What follows belongs to an exercise in optimizing a design on an open flow for small area; a production flow would make more cautious choices. Function was checked by simulation only, so behaviour that the tests miss may differ from the original. The clock cells of this run come from the design's own scripts or RTL, not from TritonCTS. The clock input has no modelled driver; a real chip could not lean on it and would need a root buffer or a full tree. Power figures rest on the tool's default switching activity, not on a simulated workload.

### design/flow/constraint.sdc
create_clock -name core_clock -period 6.0 [get_ports {sys_clk}]
set_input_delay 1.2000 -clock core_clock [delete_from_list [all_inputs] [get_ports {sys_clk}]]
set_output_delay 1.2000 -clock core_clock [all_outputs]
set_load 0.01 [all_outputs]
### design/flow/flow/run.sh
#!/bin/bash
# The standard ORFS layout with four changes:
#  - synthesis is the standard flow's script, but ABC maps with flow/area.script (area oriented);
#  - every port still gets a buffer, but a buf_1 rather than the default choice;
#  - the clock tree is built by flow/manual_cts.tcl (a root buffer and a grid of
#    leaf buffers, one per region of flip-flops) in place of TritonCTS;
#  - the rest (repair, routing, finishing) is ORFS's as usual.
set -euo pipefail
W=$PWD
{ head -n 1 synth_recipe.tcl; cat flow/abc_override.tcl; tail -n +2 synth_recipe.tcl; } > flow_synth.tcl
sed "s#SYNTH_SCRIPT=[^ ]*#SYNTH_SCRIPT=$W/flow_synth.tcl#" standard.sh > flow_standard.sh
export MY_ABC_SCRIPT=$W/flow/area.script
export BUFFER_PORTS_ARGS="-buffer_cell sky130_fd_sc_hd__buf_1"
export PRE_CTS_TCL=$W/flow/manual_cts.tcl
export MCTS_NET=sys_clk MCTS_NBUF=16 MCTS_NCOL=4 MCTS_BUF=sky130_fd_sc_hd__clkbuf_4 MCTS_ROOT=sky130_fd_sc_hd__clkbuf_8
bash flow_standard.sh > standard.log 2>&1
### design/flow/standard.sh
#!/bin/bash
# synth_recipe.tcl (not shown) runs the flow's synth.tcl, then flattens the netlist and writes it again
# the make line also repeats each setting of config.mk as NAME=value (left out here)
make -C /OpenROAD-flow-scripts/flow DESIGN_CONFIG=/design/flow/config.mk WORK_HOME=/design/flow/orfs CLKGATE_MAP_FILE= SYNTH_SCRIPT=/design/flow/synth_recipe.tcl "${@:-finish}"
### design/flow/config.mk
export PLATFORM = sky130hd
export DESIGN_NAME = timer_top
export DESIGN_NICKNAME = timer_top
export VERILOG_FILES = /design/flow/design.v
export SDC_FILE = /design/flow/constraint.sdc
export NUM_CORES = 4
export LEC_CHECK = 0
export CAP_MARGIN = 5
export CORE_MARGIN = 2
export CORE_UTILIZATION = 70
export SLEW_MARGIN = 5
### design/flow/flow/area.script
strash
&get -n
&st
&syn2
&dch
&nf -a -p
&put
topo
stime -c
### design/flow/flow/manual_cts.tcl
# Clock tree by hand: the clock port drives NBUF clock buffers, each driving
# the flip-flops of one region of the placement. Replaces TritonCTS, whose
# H-tree builds 17 buffers for 148 flip-flops.
proc clock_tree_synthesis { args } {
  set nbuf $::env(MCTS_NBUF)
  set bufm $::env(MCTS_BUF)
  set block [ord::get_db_block]
  set db [ord::get_db]
  set master [$db findMaster $bufm]
  set clk [$block findNet $::env(MCTS_NET)]
  set sinks {}
  foreach it [$clk getITerms] {
    set inst [$it getInst]
    set bb [$inst getBBox]
    lappend sinks [list $it [expr {([$bb xMin] + [$bb xMax]) / 2}] [expr {([$bb yMin] + [$bb yMax]) / 2}]]
  }
  # split into nbuf groups: sort by x into columns, then each column by y
  set ncol $::env(MCTS_NCOL)
  set nrow [expr {$nbuf / $ncol}]
  set sinks [lsort -integer -index 1 $sinks]
  set n [llength $sinks]
  set groups {}
  for {set c 0} {$c < $ncol} {incr c} {
    set col [lrange $sinks [expr {$c * $n / $ncol}] [expr {($c + 1) * $n / $ncol - 1}]]
    set col [lsort -integer -index 2 $col]
    set m [llength $col]
    for {set r 0} {$r < $nrow} {incr r} {
      lappend groups [lrange $col [expr {$r * $m / $nrow}] [expr {($r + 1) * $m / $nrow - 1}]]
    }
  }
  # optional root buffer between the clock port and the leaf buffers
  set src $clk
  if {[info exists ::env(MCTS_ROOT)] && $::env(MCTS_ROOT) ne ""} {
    set rinst [odb::dbInst_create $block [$db findMaster $::env(MCTS_ROOT)] "clkbuf_m_root"]
    set src [odb::dbNet_create $block "clknet_m_root"]
    $src setSigType CLOCK
    [$rinst findITerm A] connect $clk
    [$rinst findITerm X] connect $src
    set rx 0; set ry 0
    foreach s $sinks { incr rx [lindex $s 1]; incr ry [lindex $s 2] }
    $rinst setLocation [expr {$rx / $n}] [expr {$ry / $n}]
    $rinst setPlacementStatus PLACED
  }
  set k 0
  foreach g $groups {
    set inst [odb::dbInst_create $block $master "clkbuf_m_$k"]
    set net [odb::dbNet_create $block "clknet_m_$k"]
    $net setSigType CLOCK
    set sx 0; set sy 0
    foreach s $g {
      set it [lindex $s 0]
      $it disconnect
      $it connect $net
      incr sx [lindex $s 1]; incr sy [lindex $s 2]
    }
    [$inst findITerm A] connect $src
    [$inst findITerm X] connect $net
    $inst setLocation [expr {$sx / [llength $g]}] [expr {$sy / [llength $g]}]
    $inst setPlacementStatus PLACED
    incr k
  }
  puts "manual clock tree: $k x $bufm"
  set_propagated_clock [all_clocks]
}
### design/flow/flow/abc_override.tcl
# Map with an area-oriented ABC script instead of the speed one (registers are untouched).
proc abc {args} {
  set i [lsearch -exact $args -script]
  if { $i >= 0 && [info exists ::env(MY_ABC_SCRIPT)] } {
    set args [lreplace $args [expr {$i + 1}] [expr {$i + 1}] $::env(MY_ABC_SCRIPT)]
  }
  yosys abc {*}$args
}
### design/flow/design.v
module timer_top (
	input  wire        sys_clk      ,
	input  wire        sys_rst_n    ,
	input  wire        tim_psel     ,
	input  wire        tim_pwrite   ,
	input  wire        tim_penable  ,
	input  wire [11:0] tim_paddr    ,
	input  wire [31:0] tim_pwdata   ,
	input  wire [3:0]  tim_pstrb    ,
	output wire        tim_pready   ,
	input  wire        dbg_mode     ,
	output wire [31:0] tim_prdata   ,
	output wire        tim_pslverr  ,
	output wire        tim_int
);
reg        pready_r;
reg [63:0] cnt;
reg [63:0] tcmpi;                 
wire [63:0] tcmp = ~tcmpi;
reg        ten, den;           
reg [3:0]  dval;               
reg        ten_d;              
reg        tier;
reg        tisr;
reg        hreq, hack;         
reg [7:0]  pc;                 
wire acc  = tim_psel & tim_penable;
wire wr   = acc & tim_pwrite;
wire rd   = acc & ~tim_pwrite;
wire abase = ~|tim_paddr[11:5] & ~|tim_paddr[1:0];
wire [7:0] sel;
assign sel[0] = abase & (tim_paddr[4:2] == 3'd0);
assign sel[1] = abase & (tim_paddr[4:2] == 3'd1);
assign sel[2] = abase & (tim_paddr[4:2] == 3'd2);
assign sel[3] = abase & (tim_paddr[4:2] == 3'd3);
assign sel[4] = abase & (tim_paddr[4:2] == 3'd4);
assign sel[5] = abase & (tim_paddr[4:2] == 3'd5);
assign sel[6] = abase & (tim_paddr[4:2] == 3'd6);
assign sel[7] = abase & (tim_paddr[4:2] == 3'd7);
assign tim_pready = (tim_psel | tim_penable) & pready_r;
wire ctrl  = wr & sel[0];
wire wb0   = ctrl & tim_pstrb[0];
wire wb1   = ctrl & tim_pstrb[1];
wire [3:0] wdv = tim_pwdata[11:8];
wire dv_big = wdv[3] & |wdv[2:0];
wire err   = (wb1 & dv_big)
           | (ten & wb1 & (wdv != dval))
           | (ten & wb0 & (tim_pwdata[1] != den));
assign tim_pslverr = err;
wire ten_c  = (wb0 & ~err) ? tim_pwdata[0] : ten;
wire den_c  = (wb0 & ~err) ? tim_pwdata[1] : den;
wire [3:0] dval_c = (wb1 & ~err) ? wdv : dval;
wire hreq_c = (wr & sel[7] & tim_pstrb[0]) ? tim_pwdata[0] : hreq;
wire halt   = dbg_mode & hreq_c;
function [7:0] divmask;
	input [3:0] v;
	integer i;
	begin
		for (i = 0; i < 8; i = i + 1) divmask[i] = (v > i);
	end
endfunction
wire wdv_ok = wb1 & ~err;            
wire pc_hit = (pc == divmask(dval_c));
wire dz     = ~|dval_c;
wire pc_rst = pc_hit | ~ten_c | ~den_c;
wire [7:0] pc_n = halt ? pc : pc_rst ? 8'h0 : pc + 8'd1;
wire cnt_en = ten_c & ~halt & (~den_c | dz | pc_hit);
wire clr = ~ten & ten_d;
wire [15:0] nib;
wire [16:0] blw;                     
assign blw[0] = 1'b1;
genvar g;
generate for (g = 0; g < 16; g = g + 1) begin : gn
	assign nib[g] = &cnt[g*4 +: 4];
	assign blw[g+1] = blw[g] & nib[g];
end endgenerate
wire [63:0] cy;
generate for (g = 0; g < 64; g = g + 1) begin : gc
	if (g % 4 == 0) begin : h
		assign cy[g] = cnt_en & blw[g/4];
	end else begin : r
		assign cy[g] = cy[g-1] & cnt[g-1];
	end
end endgenerate
wire [63:0] inc = cnt ^ cy;
wire [7:0] wcb;
assign wcb[3:0] = {4{wr & sel[1]}} & tim_pstrb;
assign wcb[7:4] = {4{wr & sel[2]}} & tim_pstrb;
wire [63:0] cnt_n;
generate for (g = 0; g < 8; g = g + 1) begin : gb
	assign cnt_n[g*8 +: 8] = wcb[g] ? tim_pwdata[(g%4)*8 +: 8] :
	                         clr    ? 8'h0 : inc[g*8 +: 8];
end endgenerate
wire [7:0] wtb;
assign wtb[3:0] = {4{wr & sel[3]}} & tim_pstrb;
assign wtb[7:4] = {4{wr & sel[4]}} & tim_pstrb;
wire [63:0] tcmpi_n;
generate for (g = 0; g < 8; g = g + 1) begin : gt
	assign tcmpi_n[g*8 +: 8] = wtb[g] ? ~tim_pwdata[(g%4)*8 +: 8] : tcmpi[g*8 +: 8];
end endgenerate
wire tier_c = (wr & sel[5] & tim_pstrb[0]) ? tim_pwdata[0] : tier;
wire iclr   = wr & sel[6] & tim_pstrb[0] & tim_pwdata[0];
wire iset   = (cnt == tcmp);
wire ist    = tisr ? ~iclr : iset;
assign tim_int = tier_c & ist;
wire [7:0] rs = sel & {8{rd}};
assign tim_prdata =
	  ({32{rs[1]}} & cnt[31:0])
	| ({32{rs[2]}} & cnt[63:32])
	| ({32{rs[3]}} & tcmp[31:0])
	| ({32{rs[4]}} & tcmp[63:32])
	| {20'd0, {4{rs[0]}} & dval, 6'd0,
	   (rs[0] & den) | (rs[7] & hack),
	   (rs[0] & ten) | (rs[5] & tier) | (rs[6] & tisr) | (rs[7] & hreq)};
always @(posedge sys_clk or negedge sys_rst_n) begin
	if (!sys_rst_n) begin
		pready_r <= 1'b0;
		cnt      <= 64'd0;
		tcmpi    <= 64'd0;
		ten      <= 1'b0;
		den      <= 1'b0;
		dval     <= 4'd1;
		ten_d    <= 1'b0;
		tier     <= 1'b0;
		tisr     <= 1'b0;
		hreq     <= 1'b0;
		hack     <= 1'b0;
		pc       <= 8'd0;
	end else begin
		pready_r <= acc;
		cnt      <= cnt_n;
		tcmpi    <= tcmpi_n;
		ten      <= ten_c;
		den      <= den_c;
		dval     <= dval_c;
		ten_d    <= ten;
		tier     <= tier_c;
		tisr     <= ist;
		hreq     <= hreq_c;
		hack     <= halt;
		pc       <= pc_n;
	end
end
endmodule
==> impl_metrics.yaml <==
setup_path:
  worstSetupPathType: "input pin to register"
  startpoint_type: "input pin"
  end_kind: "register"
  cp_data_required_time_ns: 6.41
  worstPathMaxFanout: 16
  cp.arrival_ns: 5.97
synthesis:
  ys_seq_area_share_pct: 45.6
  ys_warn_count: 1
  async_flop_share_pct: 100
  yosys_most_used_dff: "dfrtp_1"
  synth-seq-cells: 148
  syn_avg_cell_area_um2: 9.10
  syn-num-nets: 995
  synth_edf_count: 0
  synthDistinctLibCells: 42
  netlist_instances: 892
  netlist_area_mm2: 0.00812
grt:
  grt_max_degree: 63
  grtUsageTotal_pct: 40.7
  antenna_found_initial: 0
  grt_remaining_overflow: 0
  grt_pass1_wl_um: 40900
  grt_pass1_vias: 7661
sta:
  finalMaxSlewViolations: 0
  worst_slew_pin_slew_ns: 1.11
  slew_headroom_pct: 25.4
  hold_slack_ns: 0.538
  skew_ns: 0.0155
  period_minus_slack_ns: 5.56
  fmax_mhz: 180
  hold_violations: 0
  grt_setup_unrepaired: "no"
  fin_crit_sh_pct: 92.7
  setup_viol: 0
  fin_setup_tns_ns: 0
power:
  p_int_uw: 1150
  seqPwrFrac_pct: 65.6
  clock_power_share_pct: 30.2
  combPwrFrac_pct: 4.2
  leakage_uw: 0.00424
  peakVddDrop_uv: 154
  p_per_area_mw_per_mm2: 171
  sw_frac_of_total_pct: 24.4
  switching_power_uw: 371
floorplanning:
  start_util_pct: 71.4
  num_rows: 39
  die-area_mm2: 0.0125
  io_pins: 89
  die_h_um: 112
  core-area_mm2: 0.0114
  die_w_um: 112
outcome:
  status: "complete, no violations"
routing:
  wl_um: 25600
  vias_per_cell: 6.96
  vias: 8040
  drtAntennaViolNets: 0
  drt_iter0_drc: 1139
  first_pass_iters: 5
  drcViolationCount: 0
  post_drt_wl_per_cell_um: 22.2
hold_path:
  hold_class: "register to register"
layout:
  syn_to_final_growth_pct: 9.45
  multi_input_area_mm2: 0.00438
  layout_commonest_cell: "nand2_1"
  nets: 1117
  drive_above_1_share_pct: 3.66
  ff_latch_area_mm2: 0.00370
  final_cell_mix: "nand2_1 (205), dfrtp_1 (147), o21ai_0 (125)"
  diodes: 0
  fillCellCount: 827
clocking:
  cts_hold_buf: 0
  post-cts-setup-buffers: 0
  clk_pin_slew_ns: 0.10
  clk-insertion-delay-late_ns: 0.47
  cts_resized: 0
place:
  routabilityCongestion: 0.986
  dp_hpwl_um: 18500
  numPortBuffers: 88
flow_run:
  maxCapViolations: 0
==> final cells by class <==
cell class                      instances  share of cell area, %
Multi-Input combinational cell        734                   49.3
Sequential cell                       148                   41.7
Timing Repair Buffer                  103                   5.03
Tap cell                              143                   2.01
Buffer                                 17                   1.51
Inverter                               10                  0.423
==> power by group through the flow <==
stage                     sequential [uW]  clock, uW  combinational (uW)
after floorplan                      1020          0                8.43
after global placement               1020          0                61.4
after detailed placement             1020          0                63.3
after CTS                             999        454                63.7
after global routing                  999        487                71.7
final                                 999        459                64.2
==> cells by family after synthesis <==
family                   after synthesis  synth area share (%)
multiplexers                           9                  1.16
buffers and inverters                 10                 0.463
AND/OR/NAND/NOR                      365                  19.9
AO/OA/AOI/OAI                        266                  20.5
XOR/XNOR                              45                  4.86
flip-flops                           148                  45.6
adder cells (fa/ha/maj)               49                  7.55
==> registers in the layout (all words and copies together) (netlist names) <==
register and flops:
ten_d 1, tcmpi 64, tier 1, hack 1, ten 1, pc 8
cnt 64, den 1, hreq 1, tisr 1, dval 4, pready_r 1
==> final timing paths <==
kind / startpoint / end / slack, ns / cells past startpoint
worst max-delay path: tim_pwdata[10] / cnt[23] / 0.44 / 20
worst min-delay path: tcmpi[10] / tcmpi[10] / 0.54 / 2
worst max register to register: dval[0] / cnt[23] / 0.78 / 19
worst min register to register: tcmpi[10] / tcmpi[10] / 0.54 / 2
max in group asynchronous: sys_rst_n / tcmpi[26] / 4.04 / 2
min in group asynchronous: sys_rst_n / tcmpi[54] / 0.79 / 1
==> critical path: stages <==
cell	delay, ns
buf_1	0.28
xor2_1	0.11
o41ai_1	0.34
nand2_1	0.15
or4b_1	0.66
mux2i_1	0.51
clkinv_1	0.23
nor2_1	0.20
a31oi_1	0.08
xor2_1	0.19
o31ai_1	0.37
o211ai_1	0.12
buf_4	0.23
nor4_1	0.35
ha_1	0.21
ha_1	0.14
ha_1	0.17
o21ai_0	0.10
a211oi_1	0.22
a21o_1	0.11
==> through the flow <==
step	setup WS (ns)	utilization, %	instance area [um^2]	power, uW	cells
floorplan	0.570	-	8120	1030	892
global placement	0.406	77.0	8750	1080	1138
detailed placement	0.0879	77.0	8750	1080	1138
CTS	0.557	78.1	8880	1520	1155
global route	0.0633	78.1	8880	1560	1155
finish	0.436	78.1	8880	1520	1155
==> cells in the mapped netlist, drive strengths merged, types with 16 or more instances <==
cell type / instances / share of area (%)
nor3: 18 / 1.1
nor2: 45 / 2.1
nand3: 29 / 1.8
nand2: 205 / 9.5
o211ai: 16 / 1.5
o22ai: 19 / 1.5
xor2: 31 / 3.3
a21oi: 26 / 1.6
o21ai: 125 / 7.7
a221o: 16 / 2.0
dfrtp: 147 / 45
ha: 49 / 7.6
nand4: 28 / 2.2
==> layer usage <==
layer | global-route usage [%] | share of wire (%)
met5 | 0 | 0
met4 | 17.2 | 5.2
met3 | 5.99 | 11
met2 | 64.7 | 46
met1 | 56.4 | 38

[separate check: timing with driven ports]
In the flow no input, the clock included, has a driving cell. The finished layout below was timed again as built, in two steps.
Step 1, drivers: a clkbuf_16 drives sys_clk and a buf_2 each remaining input, both assumed.
Step 2 adds t to the input delays and takes it off the output delays; t is the mean of the earliest and latest rising clock arrival at the registers after step 1. Input paths then give back, and output paths get back, about the clock's delay inside the block.
a / b / c = no drivers / after step 1 / after step 2; a / b = the first two.
t (ns): 0.502
slack for setup (ns): 0.436 / 0.452 / -0.050
latest minus earliest clock arrival (ns): 0.016 / 0.016
worst data-port slew with drivers (ns): 0.06
With both steps, setup timing fails in this run, where it was met with ideal ports. For this run, drivers alone change the setup slack by +0.016 ns; drivers and shift together by -0.486 ns.
